This is an optimization exercise on Yosys and OpenROAD, whose aim is small area, not a production implementation. Function was not checked in any run shown here: the RTL went through the layout flow alone. No run shown here takes its clock network from TritonCTS; it comes from the design's own scripts or RTL. No driver is modelled on the clock port, so clock power and skew are understated where the tree is cut down; a real chip needs a root buffer or a tree. Power is estimated from default activity; no workload was simulated.

==> flow/config.mk <==
export PLATFORM = sky130hd
export DESIGN_NAME = formula
export DESIGN_NICKNAME = formula
export VERILOG_FILES = /design/flow/design.v
export SDC_FILE = /design/flow/constraint.sdc
export NUM_CORES = 4
export LEC_CHECK = 0
export CAP_MARGIN = 0
export CORE_MARGIN = 2
export CORE_UTILIZATION = 40
export GPL_TIMING_DRIVEN = 0
export SLEW_MARGIN = 0
export SYNTH_HIERARCHICAL = 1
==> flow/standard.sh <==
#!/bin/bash
# synth_recipe.tcl (not shown) runs the flow's synth.tcl, then flattens the netlist and writes it again
# the make line also repeats each setting of config.mk as NAME=value (left out here)
make -C /OpenROAD-flow-scripts/flow DESIGN_CONFIG=/design/flow/config.mk WORK_HOME=/design/flow/orfs CLKGATE_MAP_FILE= SYNTH_SCRIPT=/design/flow/synth_recipe.tcl "${@:-finish}"
==> flow/constraint.sdc <==
create_clock -name core_clock -period 6.0 [get_ports {clk}]
set_input_delay 1.2000 -clock core_clock [delete_from_list [all_inputs] [get_ports {clk}]]
set_output_delay 1.2000 -clock core_clock [all_outputs]
set_load 0.01 [all_outputs]
==> flow/design.v <==
module formula # (
	parameter LEN = 8
) (
	input                         clk,
	input                         rst,
	input  signed [    LEN - 1:0] a,
	input  signed [    LEN - 1:0] b,
	input  signed [    LEN - 1:0] c,
	input  signed [    LEN - 1:0] d,
	input                         input_vld,
	output signed [3 * LEN - 1:0] res,
	output                        res_overflow,
	output                        output_vld
);
	logic [4:0] vld;
	always_ff @(posedge clk or posedge rst)
		if (rst) vld <= '0;
		else     vld <= {vld[3:0], input_vld};
	wire na1;
	wire na2;
	wire na3;
	wire na4;
	wire na5;
	wire na6;
	wire na7;
	wire na8;
	wire nc9;
	wire nc10;
	wire nc11;
	wire nc12;
	wire nc13;
	wire nc14;
	wire nc15;
	wire nc16;
	wire s17, c17;
	wire s18, c18;
	wire s19, c19;
	wire s20, c20;
	wire s21, c21;
	wire s22, c22;
	wire s23, c23;
	wire s24, c24;
	wire ov25;
	wire s26, c26;
	wire s27, c27;
	wire s28, c28;
	wire s29, c29;
	wire s30, c30;
	wire s31, c31;
	wire s32, c32;
	wire nd33;
	wire nd34;
	wire nd35;
	wire nd36;
	wire nd37;
	wire nd38;
	wire nd39;
	assign na1 = ~a[0];
	assign na2 = ~a[1];
	assign na3 = ~a[2];
	assign na4 = ~a[3];
	assign na5 = ~a[4];
	assign na6 = ~a[5];
	assign na7 = ~a[6];
	assign na8 = ~a[7];
	assign nc9 = ~c[0];
	assign nc10 = ~c[1];
	assign nc11 = ~c[2];
	assign nc12 = ~c[3];
	assign nc13 = ~c[4];
	assign nc14 = ~c[5];
	assign nc15 = ~c[6];
	assign nc16 = ~c[7];
	ha_bit u17 (.a(na1), .b(b[0]), .s(s17), .co(c17));
	fa_bit u18 (.a(na2), .b(b[1]), .ci(c17), .s(s18), .co(c18));
	fa_bit u19 (.a(na3), .b(b[2]), .ci(c18), .s(s19), .co(c19));
	fa_bit u20 (.a(na4), .b(b[3]), .ci(c19), .s(s20), .co(c20));
	fa_bit u21 (.a(na5), .b(b[4]), .ci(c20), .s(s21), .co(c21));
	fa_bit u22 (.a(na6), .b(b[5]), .ci(c21), .s(s22), .co(c22));
	fa_bit u23 (.a(na7), .b(b[6]), .ci(c22), .s(s23), .co(c23));
	fa_bit u24 (.a(na8), .b(b[7]), .ci(c23), .s(s24), .co(c24));
	assign ov25 = c23 ^ c24;
	fa_bit u26 (.a(nc11), .b(nc10), .ci(nc9), .s(s26), .co(c26));
	fa_bit u27 (.a(nc12), .b(nc11), .ci(c26), .s(s27), .co(c27));
	fa_bit u28 (.a(nc13), .b(nc12), .ci(c27), .s(s28), .co(c28));
	fa_bit u29 (.a(nc14), .b(nc13), .ci(c28), .s(s29), .co(c29));
	fa_bit u30 (.a(nc15), .b(nc14), .ci(c29), .s(s30), .co(c30));
	fa_bit u31 (.a(nc16), .b(nc15), .ci(c30), .s(s31), .co(c31));
	fa_bit u32 (.a(nc16), .b(nc16), .ci(c31), .s(s32), .co(c32));
	assign nd33 = ~d[0];
	assign nd34 = ~d[1];
	assign nd35 = ~d[2];
	assign nd36 = ~d[3];
	assign nd37 = ~d[4];
	assign nd38 = ~d[5];
	assign nd39 = ~d[6];
	logic [7:0] nx1, nd1;
	logic [9:0] ny1;
	logic       ov1;
	always_ff @(posedge clk) begin
		nx1 <= {s24, s23, s22, s21, s20, s19, s18, s17};
		ov1 <= ov25;
		ny1 <= {c32, s32, s31, s30, s29, s28, s27, s26, nc10, c[0]};
		nd1 <= {d[7], nd39, nd38, nd37, nd36, nd35, nd34, nd33};
	end
	wire bn40, bt40, bs40;
	wire pp41;
	wire pp42;
	wire pp43;
	wire pp44;
	wire pp45;
	wire pp46;
	wire pp47;
	wire pp48;
	wire pp49;
	wire pp50;
	wire pp51;
	wire bn52, bt52, bs52;
	wire pp53;
	wire pp54;
	wire pp55;
	wire pp56;
	wire pp57;
	wire pp58;
	wire pp59;
	wire pp60;
	wire pp61;
	wire pp62;
	wire pp63;
	wire bn64, bt64, bs64;
	wire pp65;
	wire pp66;
	wire pp67;
	wire pp68;
	wire pp69;
	wire pp70;
	wire pp71;
	wire pp72;
	wire pp73;
	wire pp74;
	wire pp75;
	wire bn76, bt76, bs76;
	wire pp77;
	wire pp78;
	wire pp79;
	wire pp80;
	wire pp81;
	wire pp82;
	wire pp83;
	wire pp84;
	wire pp85;
	wire pp86;
	wire pp87;
	wire s88, c88;
	wire s89, c89;
	wire s90, c90;
	wire s91, c91;
	wire s92, c92;
	wire s93, c93;
	wire s94, c94;
	wire s95, c95;
	wire s96, c96;
	wire s97, c97;
	wire s98, c98;
	wire s99, c99;
	wire s100, c100;
	wire s101, c101;
	wire s102, c102;
	wire s103, c103;
	wire s104, c104;
	wire s105, c105;
	wire s106, c106;
	wire s107, c107;
	wire s108, c108;
	wire s109, c109;
	wire s110, c110;
	wire s111, c111;
	wire s112, c112;
	wire s113, c113;
	wire s114, c114;
	wire s115, c115;
	wire s116, c116;
	wire s117, c117;
	wire s118, c118;
	wire s119, c119;
	wire s120, c120;
	wire s121, c121;
	wire s122, c122;
	wire s123, c123;
	wire s124, c124;
	wire s125, c125;
	wire s126, c126;
	wire s127, c127;
	wire s128, c128;
	wire s129, c129;
	wire s130, c130;
	wire s131, c131;
	wire s132, c132;
	wire s133, c133;
	wire s134;
	booth_enc u40 (.nh(nx1[1]), .nm(nx1[0]), .nl(1'b1), .n1(bn40), .n2(bt40), .s(bs40));
	booth_pp u41 (.n1(bn40), .n2(bt40), .ny0(ny1[0]), .ny1(1'b1), .s(bs40), .p(pp41));
	booth_pp u42 (.n1(bn40), .n2(bt40), .ny0(ny1[1]), .ny1(ny1[0]), .s(bs40), .p(pp42));
	booth_pp u43 (.n1(bn40), .n2(bt40), .ny0(ny1[2]), .ny1(ny1[1]), .s(bs40), .p(pp43));
	booth_pp u44 (.n1(bn40), .n2(bt40), .ny0(ny1[3]), .ny1(ny1[2]), .s(bs40), .p(pp44));
	booth_pp u45 (.n1(bn40), .n2(bt40), .ny0(ny1[4]), .ny1(ny1[3]), .s(bs40), .p(pp45));
	booth_pp u46 (.n1(bn40), .n2(bt40), .ny0(ny1[5]), .ny1(ny1[4]), .s(bs40), .p(pp46));
	booth_pp u47 (.n1(bn40), .n2(bt40), .ny0(ny1[6]), .ny1(ny1[5]), .s(bs40), .p(pp47));
	booth_pp u48 (.n1(bn40), .n2(bt40), .ny0(ny1[7]), .ny1(ny1[6]), .s(bs40), .p(pp48));
	booth_pp u49 (.n1(bn40), .n2(bt40), .ny0(ny1[8]), .ny1(ny1[7]), .s(bs40), .p(pp49));
	booth_pp u50 (.n1(bn40), .n2(bt40), .ny0(ny1[9]), .ny1(ny1[8]), .s(bs40), .p(pp50));
	booth_ppn u51 (.n1(bn40), .n2(bt40), .ny0(ny1[9]), .ny1(ny1[9]), .s(bs40), .p(pp51));
	booth_enc u52 (.nh(nx1[3]), .nm(nx1[2]), .nl(nx1[1]), .n1(bn52), .n2(bt52), .s(bs52));
	booth_pp u53 (.n1(bn52), .n2(bt52), .ny0(ny1[0]), .ny1(1'b1), .s(bs52), .p(pp53));
	booth_pp u54 (.n1(bn52), .n2(bt52), .ny0(ny1[1]), .ny1(ny1[0]), .s(bs52), .p(pp54));
	booth_pp u55 (.n1(bn52), .n2(bt52), .ny0(ny1[2]), .ny1(ny1[1]), .s(bs52), .p(pp55));
	booth_pp u56 (.n1(bn52), .n2(bt52), .ny0(ny1[3]), .ny1(ny1[2]), .s(bs52), .p(pp56));
	booth_pp u57 (.n1(bn52), .n2(bt52), .ny0(ny1[4]), .ny1(ny1[3]), .s(bs52), .p(pp57));
	booth_pp u58 (.n1(bn52), .n2(bt52), .ny0(ny1[5]), .ny1(ny1[4]), .s(bs52), .p(pp58));
	booth_pp u59 (.n1(bn52), .n2(bt52), .ny0(ny1[6]), .ny1(ny1[5]), .s(bs52), .p(pp59));
	booth_pp u60 (.n1(bn52), .n2(bt52), .ny0(ny1[7]), .ny1(ny1[6]), .s(bs52), .p(pp60));
	booth_pp u61 (.n1(bn52), .n2(bt52), .ny0(ny1[8]), .ny1(ny1[7]), .s(bs52), .p(pp61));
	booth_pp u62 (.n1(bn52), .n2(bt52), .ny0(ny1[9]), .ny1(ny1[8]), .s(bs52), .p(pp62));
	booth_ppn u63 (.n1(bn52), .n2(bt52), .ny0(ny1[9]), .ny1(ny1[9]), .s(bs52), .p(pp63));
	booth_enc u64 (.nh(nx1[5]), .nm(nx1[4]), .nl(nx1[3]), .n1(bn64), .n2(bt64), .s(bs64));
	booth_pp u65 (.n1(bn64), .n2(bt64), .ny0(ny1[0]), .ny1(1'b1), .s(bs64), .p(pp65));
	booth_pp u66 (.n1(bn64), .n2(bt64), .ny0(ny1[1]), .ny1(ny1[0]), .s(bs64), .p(pp66));
	booth_pp u67 (.n1(bn64), .n2(bt64), .ny0(ny1[2]), .ny1(ny1[1]), .s(bs64), .p(pp67));
	booth_pp u68 (.n1(bn64), .n2(bt64), .ny0(ny1[3]), .ny1(ny1[2]), .s(bs64), .p(pp68));
	booth_pp u69 (.n1(bn64), .n2(bt64), .ny0(ny1[4]), .ny1(ny1[3]), .s(bs64), .p(pp69));
	booth_pp u70 (.n1(bn64), .n2(bt64), .ny0(ny1[5]), .ny1(ny1[4]), .s(bs64), .p(pp70));
	booth_pp u71 (.n1(bn64), .n2(bt64), .ny0(ny1[6]), .ny1(ny1[5]), .s(bs64), .p(pp71));
	booth_pp u72 (.n1(bn64), .n2(bt64), .ny0(ny1[7]), .ny1(ny1[6]), .s(bs64), .p(pp72));
	booth_pp u73 (.n1(bn64), .n2(bt64), .ny0(ny1[8]), .ny1(ny1[7]), .s(bs64), .p(pp73));
	booth_pp u74 (.n1(bn64), .n2(bt64), .ny0(ny1[9]), .ny1(ny1[8]), .s(bs64), .p(pp74));
	booth_ppn u75 (.n1(bn64), .n2(bt64), .ny0(ny1[9]), .ny1(ny1[9]), .s(bs64), .p(pp75));
	booth_enc u76 (.nh(nx1[7]), .nm(nx1[6]), .nl(nx1[5]), .n1(bn76), .n2(bt76), .s(bs76));
	booth_pp u77 (.n1(bn76), .n2(bt76), .ny0(ny1[0]), .ny1(1'b1), .s(bs76), .p(pp77));
	booth_pp u78 (.n1(bn76), .n2(bt76), .ny0(ny1[1]), .ny1(ny1[0]), .s(bs76), .p(pp78));
	booth_pp u79 (.n1(bn76), .n2(bt76), .ny0(ny1[2]), .ny1(ny1[1]), .s(bs76), .p(pp79));
	booth_pp u80 (.n1(bn76), .n2(bt76), .ny0(ny1[3]), .ny1(ny1[2]), .s(bs76), .p(pp80));
	booth_pp u81 (.n1(bn76), .n2(bt76), .ny0(ny1[4]), .ny1(ny1[3]), .s(bs76), .p(pp81));
	booth_pp u82 (.n1(bn76), .n2(bt76), .ny0(ny1[5]), .ny1(ny1[4]), .s(bs76), .p(pp82));
	booth_pp u83 (.n1(bn76), .n2(bt76), .ny0(ny1[6]), .ny1(ny1[5]), .s(bs76), .p(pp83));
	booth_pp u84 (.n1(bn76), .n2(bt76), .ny0(ny1[7]), .ny1(ny1[6]), .s(bs76), .p(pp84));
	booth_pp u85 (.n1(bn76), .n2(bt76), .ny0(ny1[8]), .ny1(ny1[7]), .s(bs76), .p(pp85));
	booth_pp u86 (.n1(bn76), .n2(bt76), .ny0(ny1[9]), .ny1(ny1[8]), .s(bs76), .p(pp86));
	booth_ppn u87 (.n1(bn76), .n2(bt76), .ny0(ny1[9]), .ny1(ny1[9]), .s(bs76), .p(pp87));
	fa_bit u88 (.a(nd1[0]), .b(bs52), .ci(1'b1), .s(s88), .co(c88));
	fa_bit u89 (.a(s88), .b(pp43), .ci(pp53), .s(s89), .co(c89));
	fa_bit u90 (.a(nd1[1]), .b(c88), .ci(pp44), .s(s90), .co(c90));
	fa_bit u91 (.a(pp54), .b(c89), .ci(s90), .s(s91), .co(c91));
	fa_bit u92 (.a(nd1[2]), .b(bs64), .ci(pp45), .s(s92), .co(c92));
	fa_bit u93 (.a(pp55), .b(pp65), .ci(c90), .s(s93), .co(c93));
	fa_bit u94 (.a(s92), .b(c91), .ci(s93), .s(s94), .co(c94));
	fa_bit u95 (.a(nd1[3]), .b(pp46), .ci(pp56), .s(s95), .co(c95));
	fa_bit u96 (.a(pp66), .b(c92), .ci(s95), .s(s96), .co(c96));
	fa_bit u97 (.a(c93), .b(s96), .ci(c94), .s(s97), .co(c97));
	fa_bit u98 (.a(nd1[4]), .b(bs76), .ci(pp47), .s(s98), .co(c98));
	fa_bit u99 (.a(pp57), .b(pp67), .ci(pp77), .s(s99), .co(c99));
	fa_bit u100 (.a(c95), .b(s98), .ci(s99), .s(s100), .co(c100));
	fa_bit u101 (.a(c96), .b(s100), .ci(c97), .s(s101), .co(c101));
	fa_bit u102 (.a(nd1[5]), .b(pp48), .ci(pp58), .s(s102), .co(c102));
	fa_bit u103 (.a(pp68), .b(pp78), .ci(c98), .s(s103), .co(c103));
	fa_bit u104 (.a(c99), .b(s102), .ci(c100), .s(s104), .co(c104));
	fa_bit u105 (.a(s103), .b(s104), .ci(c101), .s(s105), .co(c105));
	fa_bit u106 (.a(nd1[6]), .b(pp49), .ci(pp59), .s(s106), .co(c106));
	fa_bit u107 (.a(pp69), .b(pp79), .ci(c102), .s(s107), .co(c107));
	fa_bit u108 (.a(s106), .b(c103), .ci(s107), .s(s108), .co(c108));
	fa_bit u109 (.a(c104), .b(s108), .ci(c105), .s(s109), .co(c109));
	fa_bit u110 (.a(nd1[7]), .b(pp50), .ci(1'b1), .s(s110), .co(c110));
	fa_bit u111 (.a(pp60), .b(pp70), .ci(pp80), .s(s111), .co(c111));
	fa_bit u112 (.a(c106), .b(s110), .ci(s111), .s(s112), .co(c112));
	fa_bit u113 (.a(c107), .b(s112), .ci(c108), .s(s113), .co(c113));
	fa_bit u114 (.a(pp51), .b(pp61), .ci(pp71), .s(s114), .co(c114));
	fa_bit u115 (.a(pp81), .b(c110), .ci(c111), .s(s115), .co(c115));
	fa_bit u116 (.a(s114), .b(c112), .ci(s115), .s(s116), .co(c116));
	fa_bit u117 (.a(pp62), .b(pp72), .ci(1'b1), .s(s117), .co(c117));
	fa_bit u118 (.a(pp82), .b(c114), .ci(s117), .s(s118), .co(c118));
	fa_bit u119 (.a(c115), .b(s118), .ci(c116), .s(s119), .co(c119));
	fa_bit u120 (.a(pp63), .b(pp73), .ci(pp83), .s(s120), .co(c120));
	fa_bit u121 (.a(c117), .b(s120), .ci(c118), .s(s121), .co(c121));
	fa_bit u122 (.a(pp74), .b(pp84), .ci(1'b1), .s(s122), .co(c122));
	fa_bit u123 (.a(c120), .b(s122), .ci(c121), .s(s123), .co(c123));
	fa_bit u124 (.a(pp75), .b(pp85), .ci(c122), .s(s124), .co(c124));
	fa_bit u125 (.a(pp86), .b(c124), .ci(1'b1), .s(s125), .co(c125));
	ha_bit u126 (.a(bs40), .b(pp41), .s(s126), .co(c126));
	ha_bit u127 (.a(s113), .b(c109), .s(s127), .co(c127));
	ha_bit u128 (.a(s116), .b(c113), .s(s128), .co(c128));
	ha_bit u129 (.a(s119), .b(c128), .s(s129), .co(c129));
	fa_bit u130 (.a(s121), .b(c119), .ci(c129), .s(s130), .co(c130));
	ha_bit u131 (.a(s123), .b(c130), .s(s131), .co(c131));
	fa_bit u132 (.a(s124), .b(c123), .ci(c131), .s(s132), .co(c132));
	ha_bit u133 (.a(s125), .b(c132), .s(s133), .co(c133));
	assign s134 = pp87 ^ c125 ^ c133;
	logic [16:0] s2;
	always_ff @(posedge clk)
		s2  <= ({s134, s133, s132, s131, s130, s129, s128, s127, s109, s105, s101, s97, s94, s91, s89, pp42, s126} | {1'b0, {3{ov1}}, 13'd0}) & {~ov1, 16'hffff};
	logic [1:0] bc2;
	always_ff @(posedge clk)
		bc2 <= {c127, c126} & {2{~ov1}};
	wire sg135;
	wire k136;
	wire s137, c137;
	wire s138, c138;
	wire s139, c139;
	wire s140, c140;
	wire s141, c141;
	wire s142, c142;
	wire s143, c143;
	wire s144, c144;
	wire s145, c145;
	wire s146, c146;
	wire s147, c147;
	wire s148, c148;
	wire s149, c149;
	wire s150, c150;
	wire s151, c151;
	wire s152;
	assign sg135 = s2[16] ^ (s2[15] & (s2[14] & (s2[13] & (s2[12] & (s2[11] & ((s2[10] & (s2[9] & (s2[8] & (s2[7] & (s2[6] & (s2[5] & (s2[4] & (s2[3] & (s2[2] & (s2[1] & bc2[0])))))))))) | (s2[10] & bc2[1]) | ((s2[9] & (s2[8] & (s2[7] & (s2[6] & (s2[5] & (s2[4] & (s2[3] & (s2[2] & (s2[1] & bc2[0]))))))))) & bc2[1])))))));
	assign k136 = s2[0] & sg135;
	fa_bit u137 (.a(s2[1]), .b(k136), .ci(bc2[0]), .s(s137), .co(c137));
	ha_bit u138 (.a(s2[2]), .b(c137), .s(s138), .co(c138));
	ha_bit u139 (.a(s2[3]), .b(c138), .s(s139), .co(c139));
	ha_bit u140 (.a(s2[4]), .b(c139), .s(s140), .co(c140));
	ha_bit u141 (.a(s2[5]), .b(c140), .s(s141), .co(c141));
	ha_bit u142 (.a(s2[6]), .b(c141), .s(s142), .co(c142));
	ha_bit u143 (.a(s2[7]), .b(c142), .s(s143), .co(c143));
	ha_bit u144 (.a(s2[8]), .b(c143), .s(s144), .co(c144));
	ha_bit u145 (.a(s2[9]), .b(c144), .s(s145), .co(c145));
	fa_bit u146 (.a(s2[10]), .b(c145), .ci(bc2[1]), .s(s146), .co(c146));
	ha_bit u147 (.a(s2[11]), .b(c146), .s(s147), .co(c147));
	ha_bit u148 (.a(s2[12]), .b(c147), .s(s148), .co(c148));
	ha_bit u149 (.a(s2[13]), .b(c148), .s(s149), .co(c149));
	ha_bit u150 (.a(s2[14]), .b(c149), .s(s150), .co(c150));
	ha_bit u151 (.a(s2[15]), .b(c150), .s(s151), .co(c151));
	assign s152 = s2[16] ^ c151;
	logic [15:0] r3, r4, r5;
	always_ff @(posedge clk) begin
		r3 <= {s152, s151, s150, s149, s148, s147, s146, s145, s144, s143, s142, s141, s140, s139, s138, s137};
		r4 <= r3;
		r5 <= r4;
	end
	assign output_vld   = vld[4];
	assign res_overflow = ~r5[15] & r5[14] & r5[13] & r5[12];
	assign res          = {{8{r5[15]}}, r5};
endmodule
module fa_bit (input a, input b, input ci, output s, output co);
	assign s  = a ^ b ^ ci;
	assign co = (a & b) | (a & ci) | (b & ci);
endmodule
module ha_bit (input a, input b, output s, output co);
	assign s  = a ^ b;
	assign co = a & b;
endmodule
module booth_enc (input nh, input nm, input nl, output n1, output n2, output s);
	assign n1 = ~(nm ^ nl);
	assign n2 = ~((nh ^ nm) & ~(nm ^ nl));
	assign s  = ~nh;
endmodule
module booth_pp (input n1, input n2, input ny0, input ny1, input s, output p);
	wire q;
	booth_sel u0 (.n1(n1), .n2(n2), .ny0(ny0), .ny1(ny1), .q(q));
	xor_bit u1 (.a(q), .b(s), .y(p));
endmodule
module booth_ppn (input n1, input n2, input ny0, input ny1, input s, output p);
	wire q;
	booth_sel u0 (.n1(n1), .n2(n2), .ny0(ny0), .ny1(ny1), .q(q));
	xnor_bit u1 (.a(q), .b(s), .y(p));
endmodule
module booth_sel (input n1, input n2, input ny0, input ny1, output q);
	assign q = ~((n1 | ny0) & (n2 | ny1));
endmodule
module xor_bit (input a, input b, output y);
	assign y = a ^ b;
endmodule
module xnor_bit (input a, input b, output y);
	assign y = ~(a ^ b);
endmodule
==> flow/flow/run.sh <==
#!/bin/bash
# The standard layout (the standard.sh) with these ORFS settings:
# synthesis buffers removed at floorplan, the smallest buffer on each port,
# and a hand-built one-level clock tree of four buffers (flow/manual_cts.tcl) in place of CTS.
set -e
here=$(pwd)
bash standard.sh REMOVE_ABC_BUFFERS=1 BUFFER_PORTS_ARGS="-buffer_cell sky130_fd_sc_hd__buf_1" \
  PRE_CTS_TCL=$here/flow/manual_cts.tcl finish > standard.log 2>&1
==> flow/flow/manual_cts.tcl <==
# Clock tree built by hand before CTS (the flow's clock_tree_synthesis call is
# skipped). The registers are split by placement into a left and a right half,
# and each half into a lower and an upper part. The clock port drives one clock
# buffer per part: a larger part gets a clkbuf_16, a smaller one a clkbuf_8.
# Every register is one buffer away from the clock port.
set parts {{0.6 sky130_fd_sc_hd__clkbuf_16} {0.4 sky130_fd_sc_hd__clkbuf_8}}
set db [ord::get_db]
set block [ord::get_db_block]
set clk_net [$block findNet clk]
set sinks {}
foreach it [$clk_net getITerms] {
  set bb [[$it getInst] getBBox]
  lappend sinks [list $it [expr {([$bb xMin] + [$bb xMax]) / 2}] [expr {([$bb yMin] + [$bb yMax]) / 2}]]
}
set n [llength $sinks]
puts "manual CTS: $n sinks"
set byx [lsort -integer -index 1 $sinks]
set half [expr {$n / 2}]
set cols [list [lrange $byx 0 [expr {$half - 1}]] [lrange $byx $half end]]
set g 0
foreach col $cols {
  set byy [lsort -integer -index 2 $col]
  set m [llength $byy]
  set k0 [expr {int(round($m * [lindex $parts 0 0]))}]
  # the larger part is the lower one in the left half and the upper one in the right half
  if {$g == 0} {
    set grps [list [list [lrange $byy 0 [expr {$k0 - 1}]] [lindex $parts 0 1]] [list [lrange $byy $k0 end] [lindex $parts 1 1]]]
  } else {
    set k1 [expr {$m - $k0}]
    set grps [list [list [lrange $byy 0 [expr {$k1 - 1}]] [lindex $parts 1 1]] [list [lrange $byy $k1 end] [lindex $parts 0 1]]]
  }
  foreach gb $grps {
    lassign $gb grp cell
    set sx 0; set sy 0
    foreach s $grp { incr sx [lindex $s 1]; incr sy [lindex $s 2] }
    set mx [expr {$sx / [llength $grp]}]
    set my [expr {$sy / [llength $grp]}]
    set inst [odb::dbInst_create $block [$db findMaster $cell] "clkbuf_man_$g"]
    set net [odb::dbNet_create $block "clknet_man_$g"]
    $net setSigType CLOCK
    [$inst findITerm A] connect $clk_net
    [$inst findITerm X] connect $net
    foreach s $grp {
      set it [lindex $s 0]
      $it disconnect
      $it connect $net
    }
    $inst setLocation $mx $my
    $inst setPlacementStatus PLACED
    puts "manual CTS: $cell $g drives [llength $grp] sinks at ($mx, $my)"
    incr g
  }
}
proc clock_tree_synthesis {args} { puts "clock_tree_synthesis skipped: manual clock tree" }
==> results of run 1 <==
placed cells by master (no fill, tap or decap):
| cell type | netlist | routed |
|---|---|---|
| o22ai_1 | 44 | 44 |
| o2111ai_1 | 1 | 1 |
| xnor2_1 | 9 | 9 |
| dfxtp_1 | 94 | 94 |
| inv_1 | 28 | 28 |
| nand2_1 | 2 | 2 |
| a21oi_1 | 4 | 4 |
| xor2_1 | 43 | 43 |
| fa_1 | 56 | 56 |
| buf_1 | 0 | 60 |
| nand4_1 | 2 | 2 |
| nor2_1 | 5 | 5 |
| and4b_1 | 1 | 1 |
| and3_1 | 1 | 1 |
| nor2b_1 | 2 | 2 |
| conb_1 | 1 | 12 |
| o31a_1 | 1 | 1 |
| dfrtp_1 | 5 | 5 |
| or2_2 | 3 | 3 |
| ha_1 | 20 | 20 |
| o21a_1 | 2 | 2 |
| clkbuf_16 | 0 | 2 |
| clkbuf_8 | 0 | 2 |
| nor3_1 | 1 | 1 |
| and3b_1 | 4 | 4 |
cells by family after synthesis:
kind of cell / share of synthesized area [%]
flops: 45.0
compound gates: 7.36
simple gates: 2.84
xor+xnor: 10.2
buf+inv: 3.71
fa+ha+maj: 30.8
other cells: 0.0841
final timing paths:
check / to / slack (ns) / cells past startpoint
min: r4[5] / 0.33 / 0
max reg2reg: s2[15] / 0.61 / 15
max in group asynchronous: vld[4] / 4.97 / 2
min reg2reg: r4[5] / 0.33 / 0
max: s2[15] / 0.61 / 15
min in group asynchronous: vld[0] / 0.88 / 2
worst max-delay path, cell delays in order, from the launching register on:
cell     delay, ns
dfxtp_1       0.43
and3b_1       0.20
a21oi_1       0.68
o22ai_1       0.17
xor2_1        0.21
fa_1          0.44
fa_1          0.49
fa_1          0.42
fa_1          0.39
ha_1          0.20
ha_1          0.19
fa_1          0.36
ha_1          0.20
fa_1          0.36
ha_1          0.27
or2_2         0.27
power groups by stage:
stage	sequential (mW)	clock [mW]	combinational, mW
after floorplan	1.11	0	1.29
after global placement	1.09	0	1.74
after detailed placement	1.10	0	1.77
after CTS	1.10	0.191	1.79
after global routing	1.11	0.275	2.08
final	1.08	0.240	1.76
per-module statistics from Yosys (local to each module, per instance), excerpt:
module | cell area [sq um] | cells inside
ha_bit | 12.5 | 1
booth_sel | 6.26 | 1
xor_bit | 8.76 | 1
formula | 2300 | 153
booth_enc | 30.0 | 5
xnor_bit | 8.76 | 1
fa_bit | 20.0 | 1
final cells by class:
cell class,count,area share (%)
Tap cell,140,3.56
Multi-Input combinational cell,213,47.3
Buffer,4,1.58
Sequential cell,99,40.8
Timing Repair Buffer,60,4.58
Inverter,28,2.14
sequential cells by signal (all words and copies together), names as in the netlist:
| register | flops |
|---|---|
| nd1 | 8 |
| ov1 | 1 |
| ny1 | 10 |
| r3 | 16 |
| nx1 | 8 |
| r5 | 16 |
| vld | 5 |
| s2 | 17 |
| bc2 | 2 |
| r4 | 16 |
stage by stage:
step / hold WS (ns) / setup WS, ns / instances / area, sq um / util [%]
after floorplan: 0.310 / 1.14 / 340 / 4440 / -
after global placement: 0.310 / 0.719 / 540 / 4840 / 44.6
after detailed placement: 0.312 / 0.632 / 540 / 4840 / 44.6
after CTS: 0.312 / 0.607 / 544 / 4920 / 45.3
after global routing: 0.340 / 0.312 / 544 / 4920 / 45.3
final: 0.334 / 0.607 / 544 / 4920 / 45.3
metal layers:
metal / track usage, % / vias up / wire length (microns)
li1: - / 1234 / -
met1: 15.8 / 1154 / 3180
met2: 20.4 / 81 / 3090
met3: 0.771 / 6 / 345
met4: 1.90 / 0 / 107
met5: 0 / - / 0
==> summary.txt, run 1 <==
status=complete, no violations; core area=0.0108 sq mm; max cap viols=0; Die X=110 microns; Slew headroom=30.4%; top-area cell type share of the netlist area=42.2%; critical path class=reg -> reg; Worst Path Arrival=5.45 ns; Final Slew Violations=0; switching share of power=38.4%; antenna viol nets, final=0; Nets=517; die height=110 microns; FF+latch area=0.00201 sq mm; most frequent cell after synthesis=dfxtp_1; top_reg_cell synth=dfxtp_1; Setup crit end kind=flip-flop; crit share post-route=89.9%; CP Launch Type=flip-flop; Die Area=0.0120 sq mm; worst hold path type=reg -> reg; post-synth top area cell=dfxtp_1; Synth top cells by count=dfxtp_1 (94), fa_1 (56), o22ai_1 (44); layout cell share with drive strength beyond 1=1.73%; hold buffer count at CTS=0; FILL cells=1027; sequential area share after synthesis=45.0%; setup TNS=0 ns; CP Max Fanout=11; DR DRC count=0; switching power total=1.18 mW; Logic pwr share=57.1%; DP HPWL=5270 microns; Post-CTS Resized=0; Slew @ Worst Pin=1.04 ns; Mapped Avg Cell Area=13.2 sq um; CP startpoint=nx1[1]; largest net degree at the start of global routing=31; grt ovf=0; number of flops mapped to enable cells by yosys=0; Yosys cell types=23; IO Count=61; Reg-to-Reg Start=nx1[1]; PD cells=626 mW/mm^2; Skew-Pair Late Insertion Delay=0.16 ns; f_max=185 MHz; Placer Congestion=0.803; DR pass1 iterations=4; Tmin final=5.39 ns; Initial Utilization=41.1%; Leak=2.09 nW; worst IR drop on VDD=294 uV; RSZ-0062 raised after global routing=no; internal power=1.90 mW; DR vias=2475; Post-CTS Setup Bufs=0; Tot Pwr=3.08 mW; Worst-path clk slew=0.11 ns; vias in the first global route=2482; Final Hold Viols=0; final setup fails=0; Cells after Synth=337; Clock power frac=7.8%; Ys Warns=7; row cnt=38; first-pass GRT wire length=11300 microns; final wirelength=6730 microns; initial antenna violation count=0; Layout area overhead=10.3%; synth top area cells=dfxtp_1 (42%), fa_1 (25%), xor2_1 (8.5%); vias per cell=4.55; sequential share of power=35.1%; # diodes=0; number of I/O port buffers=60; Post-Syn Area=0.00446 sq mm; ys async rst share=5.05%; area of the multi-input gates=0.00233 sq mm; Critical Path RT=6.06 ns; Clock Skew=0.00547 ns; register bit total from synthesis=99; GRT Util Overall=11.5%; WL/cell=12.4 microns; initial DRC count=106; hold path startpoint=r3[5]
==> run 2, diff against run 1 <==
--- a/flow/design.v
+++ b/flow/design.v
@@ -197,6 +197,5 @@
 	wire s131, c131;
 	wire s132, c132;
-	wire s133, c133;
-	wire s134;
+	wire s133;
 	booth_enc u40 (.nh(nx1[1]), .nm(nx1[0]), .nl(1'b1), .n1(bn40), .n2(bt40), .s(bs40));
 	booth_pp u41 (.n1(bn40), .n2(bt40), .ny0(ny1[0]), .ny1(1'b1), .s(bs40), .p(pp41));
@@ -287,19 +286,19 @@
 	ha_bit u126 (.a(bs40), .b(pp41), .s(s126), .co(c126));
 	ha_bit u127 (.a(s113), .b(c109), .s(s127), .co(c127));
-	ha_bit u128 (.a(s116), .b(c113), .s(s128), .co(c128));
-	ha_bit u129 (.a(s119), .b(c128), .s(s129), .co(c129));
-	fa_bit u130 (.a(s121), .b(c119), .ci(c129), .s(s130), .co(c130));
-	ha_bit u131 (.a(s123), .b(c130), .s(s131), .co(c131));
-	fa_bit u132 (.a(s124), .b(c123), .ci(c131), .s(s132), .co(c132));
-	ha_bit u133 (.a(s125), .b(c132), .s(s133), .co(c133));
-	assign s134 = pp87 ^ c125 ^ c133;
+	fa_bit u128 (.a(s116), .b(c113), .ci(c127), .s(s128), .co(c128));
+	ha_bit u129 (.a(s121), .b(c119), .s(s129), .co(c129));
+	ha_bit u130 (.a(s123), .b(c129), .s(s130), .co(c130));
+	fa_bit u131 (.a(s124), .b(c123), .ci(c130), .s(s131), .co(c131));
+	ha_bit u132 (.a(s125), .b(c131), .s(s132), .co(c132));
+	assign s133 = pp87 ^ c125 ^ c132;
 	logic [16:0] s2;
 	always_ff @(posedge clk)
-		s2  <= ({s134, s133, s132, s131, s130, s129, s128, s127, s109, s105, s101, s97, s94, s91, s89, pp42, s126} | {1'b0, {3{ov1}}, 13'd0}) & {~ov1, 16'hffff};
+		s2  <= ({s133, s132, s131, s130, s129, s119, s128, s127, s109, s105, s101, s97, s94, s91, s89, pp42, s126} | {1'b0, {3{ov1}}, 13'd0}) & {~ov1, 16'hffff};
 	logic [1:0] bc2;
 	always_ff @(posedge clk)
-		bc2 <= {c127, c126} & {2{~ov1}};
-	wire sg135;
-	wire k136;
+		bc2 <= {c128, c126} & {2{~ov1}};
+	wire sg134;
+	wire k135;
+	wire s136, c136;
 	wire s137, c137;
 	wire s138, c138;
@@ -316,27 +315,26 @@
 	wire s149, c149;
 	wire s150, c150;
-	wire s151, c151;
-	wire s152;
-	assign sg135 = s2[16] ^ (s2[15] & (s2[14] & (s2[13] & (s2[12] & (s2[11] & ((s2[10] & (s2[9] & (s2[8] & (s2[7] & (s2[6] & (s2[5] & (s2[4] & (s2[3] & (s2[2] & (s2[1] & bc2[0])))))))))) | (s2[10] & bc2[1]) | ((s2[9] & (s2[8] & (s2[7] & (s2[6] & (s2[5] & (s2[4] & (s2[3] & (s2[2] & (s2[1] & bc2[0]))))))))) & bc2[1])))))));
-	assign k136 = s2[0] & sg135;
-	fa_bit u137 (.a(s2[1]), .b(k136), .ci(bc2[0]), .s(s137), .co(c137));
-	ha_bit u138 (.a(s2[2]), .b(c137), .s(s138), .co(c138));
-	ha_bit u139 (.a(s2[3]), .b(c138), .s(s139), .co(c139));
-	ha_bit u140 (.a(s2[4]), .b(c139), .s(s140), .co(c140));
-	ha_bit u141 (.a(s2[5]), .b(c140), .s(s141), .co(c141));
-	ha_bit u142 (.a(s2[6]), .b(c141), .s(s142), .co(c142));
-	ha_bit u143 (.a(s2[7]), .b(c142), .s(s143), .co(c143));
-	ha_bit u144 (.a(s2[8]), .b(c143), .s(s144), .co(c144));
-	ha_bit u145 (.a(s2[9]), .b(c144), .s(s145), .co(c145));
-	fa_bit u146 (.a(s2[10]), .b(c145), .ci(bc2[1]), .s(s146), .co(c146));
-	ha_bit u147 (.a(s2[11]), .b(c146), .s(s147), .co(c147));
-	ha_bit u148 (.a(s2[12]), .b(c147), .s(s148), .co(c148));
-	ha_bit u149 (.a(s2[13]), .b(c148), .s(s149), .co(c149));
-	ha_bit u150 (.a(s2[14]), .b(c149), .s(s150), .co(c150));
-	ha_bit u151 (.a(s2[15]), .b(c150), .s(s151), .co(c151));
-	assign s152 = s2[16] ^ c151;
+	wire s151;
+	assign sg134 = s2[16] ^ (s2[15] & (s2[14] & (s2[13] & (s2[12] & ((s2[11] & (s2[10] & (s2[9] & (s2[8] & (s2[7] & (s2[6] & (s2[5] & (s2[4] & (s2[3] & (s2[2] & (s2[1] & bc2[0]))))))))))) | (s2[11] & bc2[1]) | ((s2[10] & (s2[9] & (s2[8] & (s2[7] & (s2[6] & (s2[5] & (s2[4] & (s2[3] & (s2[2] & (s2[1] & bc2[0])))))))))) & bc2[1]))))));
+	assign k135 = s2[0] & sg134;
+	fa_bit u136 (.a(s2[1]), .b(k135), .ci(bc2[0]), .s(s136), .co(c136));
+	ha_bit u137 (.a(s2[2]), .b(c136), .s(s137), .co(c137));
+	ha_bit u138 (.a(s2[3]), .b(c137), .s(s138), .co(c138));
+	ha_bit u139 (.a(s2[4]), .b(c138), .s(s139), .co(c139));
+	ha_bit u140 (.a(s2[5]), .b(c139), .s(s140), .co(c140));
+	ha_bit u141 (.a(s2[6]), .b(c140), .s(s141), .co(c141));
+	ha_bit u142 (.a(s2[7]), .b(c141), .s(s142), .co(c142));
+	ha_bit u143 (.a(s2[8]), .b(c142), .s(s143), .co(c143));
+	ha_bit u144 (.a(s2[9]), .b(c143), .s(s144), .co(c144));
+	ha_bit u145 (.a(s2[10]), .b(c144), .s(s145), .co(c145));
+	fa_bit u146 (.a(s2[11]), .b(c145), .ci(bc2[1]), .s(s146), .co(c146));
+	ha_bit u147 (.a(s2[12]), .b(c146), .s(s147), .co(c147));
+	ha_bit u148 (.a(s2[13]), .b(c147), .s(s148), .co(c148));
+	ha_bit u149 (.a(s2[14]), .b(c148), .s(s149), .co(c149));
+	ha_bit u150 (.a(s2[15]), .b(c149), .s(s150), .co(c150));
+	assign s151 = s2[16] ^ c150;
 	logic [15:0] r3, r4, r5;
 	always_ff @(posedge clk) begin
-		r3 <= {s152, s151, s150, s149, s148, s147, s146, s145, s144, s143, s142, s141, s140, s139, s138, s137};
+		r3 <= {s151, s150, s149, s148, s147, s146, s145, s144, s143, s142, s141, s140, s139, s138, s137, s136};
 		r4 <= r3;
 		r5 <= r4;
==> summary.txt, run 2 <==
status=complete, no violations; Post-Syn Area=0.00445 sq mm; hold buffer count at CTS=0; commonest non-fill, non-tap cell in the layout=dfxtp_1; Synth top cells by count=dfxtp_1 (94), fa_1 (56), o22ai_1 (44); final wirelength=6930 microns; Synth Area in Compound Gates=6.64%; commonest cells after routing, fill and taps aside=dfxtp_1 (94), buf_1 (60), fa_1 (56); Ys Warns=7; most used cell, CP=fa_1; Worst Path Arrival=5.59 ns; crit share post-route=91.9%; Die Area=0.0120 sq mm; mux contribution to synthesized area=0.225%; CP Launch Type=flip-flop; Design Area, Final=0.00491 sq mm; first-pass GRT wire length=12000 microns; Cells after Synth=336; CP Max Fanout=11; vias in the first global route=2669; Final Hold Viols=0; PD cells=628 mW/mm^2; worst hold path type=reg -> reg; GR Layer Usage met1=16.0%; Final Slew Violations=0; critical path class=reg -> reg; ys async rst share=5.05%; CP cell instances=and3b_1 -> a21oi_1 -> o22ai_1 -> xor2_1 -> fa_1 -> fa_1 -> fa_1 -> fa_1 -> fa_1 -> fa_1 -> fa_1 -> ha_1 -> fa_1 -> nor2b_1; register bit total from synthesis=99; Largest register FFs=17; # diodes=0; layout cell share with drive strength beyond 1=1.99%; max cap viols=0; Mapped Avg Cell Area=13.2 sq um; Skew-Pair Late Insertion Delay=0.17 ns; core area=0.0108 sq mm; CP peak stage delay=0.76 ns; DP HPWL=5410 microns; Tot Pwr=3.08 mW; antenna viol nets, final=0; vias per cell=4.61; Slew headroom=27.9%; XOR/XNOR Fraction of Synth Area=10.2%; DP Area=0.00483 sq mm; Leak=2.08 nW; Setup crit end kind=flip-flop; number of flops mapped to enable cells by yosys=0; top-area cell type share of the netlist area=42.3%; CP max stage cell=a21oi_1; RSZ-0062 raised after global routing=no; initial antenna violation count=0; Layout area overhead=10.3%; Yosys cell types=24; GRT met3 Usage=1.13%; Reg-to-Reg Start=nx1[1]; busiest layer in global routing=met2; CP startpoint=nx1[1]; met2 Track Usage GR=22.6%; hold path startpoint=r3[3]; most frequent cell after synthesis=dfxtp_1; Clock Skew=0.0166 ns; number of I/O port buffers=60; DR vias=2501; Critical Path RT=6.08 ns; Worst-path clk slew=0.12 ns; row cnt=38; Nets=515; IO Count=61; largest family of logic cells by synthesized area=adder cells; post-synthesis simple-gate area fraction=3.18%; worst IR drop on VDD=325 uV; sequential area share after synthesis=45.1%; GRT Util Overall=12.3%; final setup fails=0; Post-CTS Setup Bufs=0; setup TNS=0 ns; buffers and inverters on the worst path=0; initial DRC count=84; DR pass1 iterations=4; FILL cells=1021; WL/cell=12.8 microns; Placer Congestion=0.784; synth top area cells=dfxtp_1 (42%), fa_1 (25%), xor2_1 (8.5%); Die X=109 microns; worst setup slack after placement=0.609 ns; Setup WS post-layout=0.488 ns; top_reg_cell synth=dfxtp_1; f_max=181 MHz; Initial Utilization=41.0%; grt ovf=0; post-synth top area cell=dfxtp_1; Slew @ Worst Pin=1.07 ns; Tmin final=5.51 ns; die height=109 microns; Top delay family on crit path=adder cells; Post-CTS Resized=0; largest net degree at the start of global routing=31; Top reg by flops=s2; DR DRC count=0; post-synthesis adder-cell area fraction=30.8%; smallest hold slack=0.335 ns
run 2: Yosys stat by module, one instance, submodules excluded, excerpt:
module | copies in the design | area, sq um | cells inside | flops+latches
formula | 1 | 2310 | 153 | 99
booth_enc | 4 | 30.0 | 5 | 0
fa_bit | 56 | 20.0 | 1 | 0
ha_bit | 19 | 12.5 | 1 | 0
xnor_bit | 4 | 8.76 | 1 | 0
xor_bit | 40 | 8.76 | 1 | 0
booth_sel | 44 | 6.26 | 1 | 0
run 2: worst reg2reg max path: cells and delay by family, from the launching register on:
kind / cells / cell delay (ns)
AO/OA/AOI/OAI: 2 / 0.94
flip-flops: 1 / 0.43
XOR/XNOR: 1 / 0.23
AND/OR/NAND/NOR: 2 / 0.33
adder cells (fa/ha/maj): 9 / 3.47
run 2: report_power, final:
group          internal, mW  switching, mW
registers             0.966          0.115
logic                 0.833          0.926
clock network        0.0927          0.149
run 2: routing by layer:
layer | wire length (microns) | vias up | part of all wire [%]
li1 | - | 1228 | -
met1 | 3120 | 1191 | 45
met2 | 3360 | 73 | 48
met3 | 373 | 9 | 5.4
met4 | 85 | 0 | 1.2
met5 | 0 | - | 0
run 2: final timing paths:
kind | endpoint | slack [ns] | depth (start not counted)
worst min register to register | r4[3] | 0.33 | 0
max in group asynchronous | vld[2] | 4.96 | 2
worst max-delay path | bc2[1] | 0.49 | 14
worst min-delay path | r4[3] | 0.33 | 0
min in group asynchronous | vld[4] | 0.88 | 2
worst max register to register | bc2[1] | 0.49 | 14
run 2: cell type report:
class                      instances  area [sq um]  share of cell area, %
buffer                             4          77.6                   1.58
tap                              140           175                   3.57
multi-input combinational        212          2320                   47.2
sequential                        99          2010                   40.9
inverter                          28           105                   2.14
timing repair buffer              60           225                   4.59
run 2: through the flow:
step / instances / utilization (%)
final: 543 / 45.3
after global routing: 543 / 45.3
after CTS: 543 / 45.3
after detailed placement: 539 / 44.5
after global placement: 539 / 44.5
after floorplan: 339 / -
run 2: logic make-up (layout without fill, tap and decap cells):
kind of cell               Yosys count  count (layout)
xor gates and xnor gates            52              52
adders and majority gates           76              76
other                                1              12
muxes                                1               1
and+or+nand+nor                     23              23
buffers and inverters               36              92
AOI/OAI and AO/OA                   48              48
DFF                                 99              99

[static timing again, ports no longer ideal]
In the flow no input, the clock included, has a driving cell. The finished layouts below were timed again as built, in two steps.
Step 1, drivers: a clkbuf_16 drives clk and a buf_2 each remaining input, both assumed.
Step 2, shift: input delay + t, output delay - t, t = (earliest + latest rising clock arrival at the registers) / 2. This alone moves slack from input paths to output paths.
Slacks: no drivers / after step 1 / after step 2; pairs: no drivers / after step 1.
| run | t (ns) | setup slack, ns | worst hold slack (ns) | worst setup path after step 2 |
|---|---|---|---|---|
| run 1 | 0.235 | 0.607 / 0.606 / 0.606 | 0.334 / 0.334 / 0.334 | register to register |
| run 2 | 0.233 | 0.488 / 0.488 / 0.488 | 0.335 / 0.335 / 0.335 | register to register |
After both steps every run listed still meets setup and hold. For run 1, which loses most, drivers alone change the setup slack by -0.001 ns; drivers and shift together by -0.001 ns.
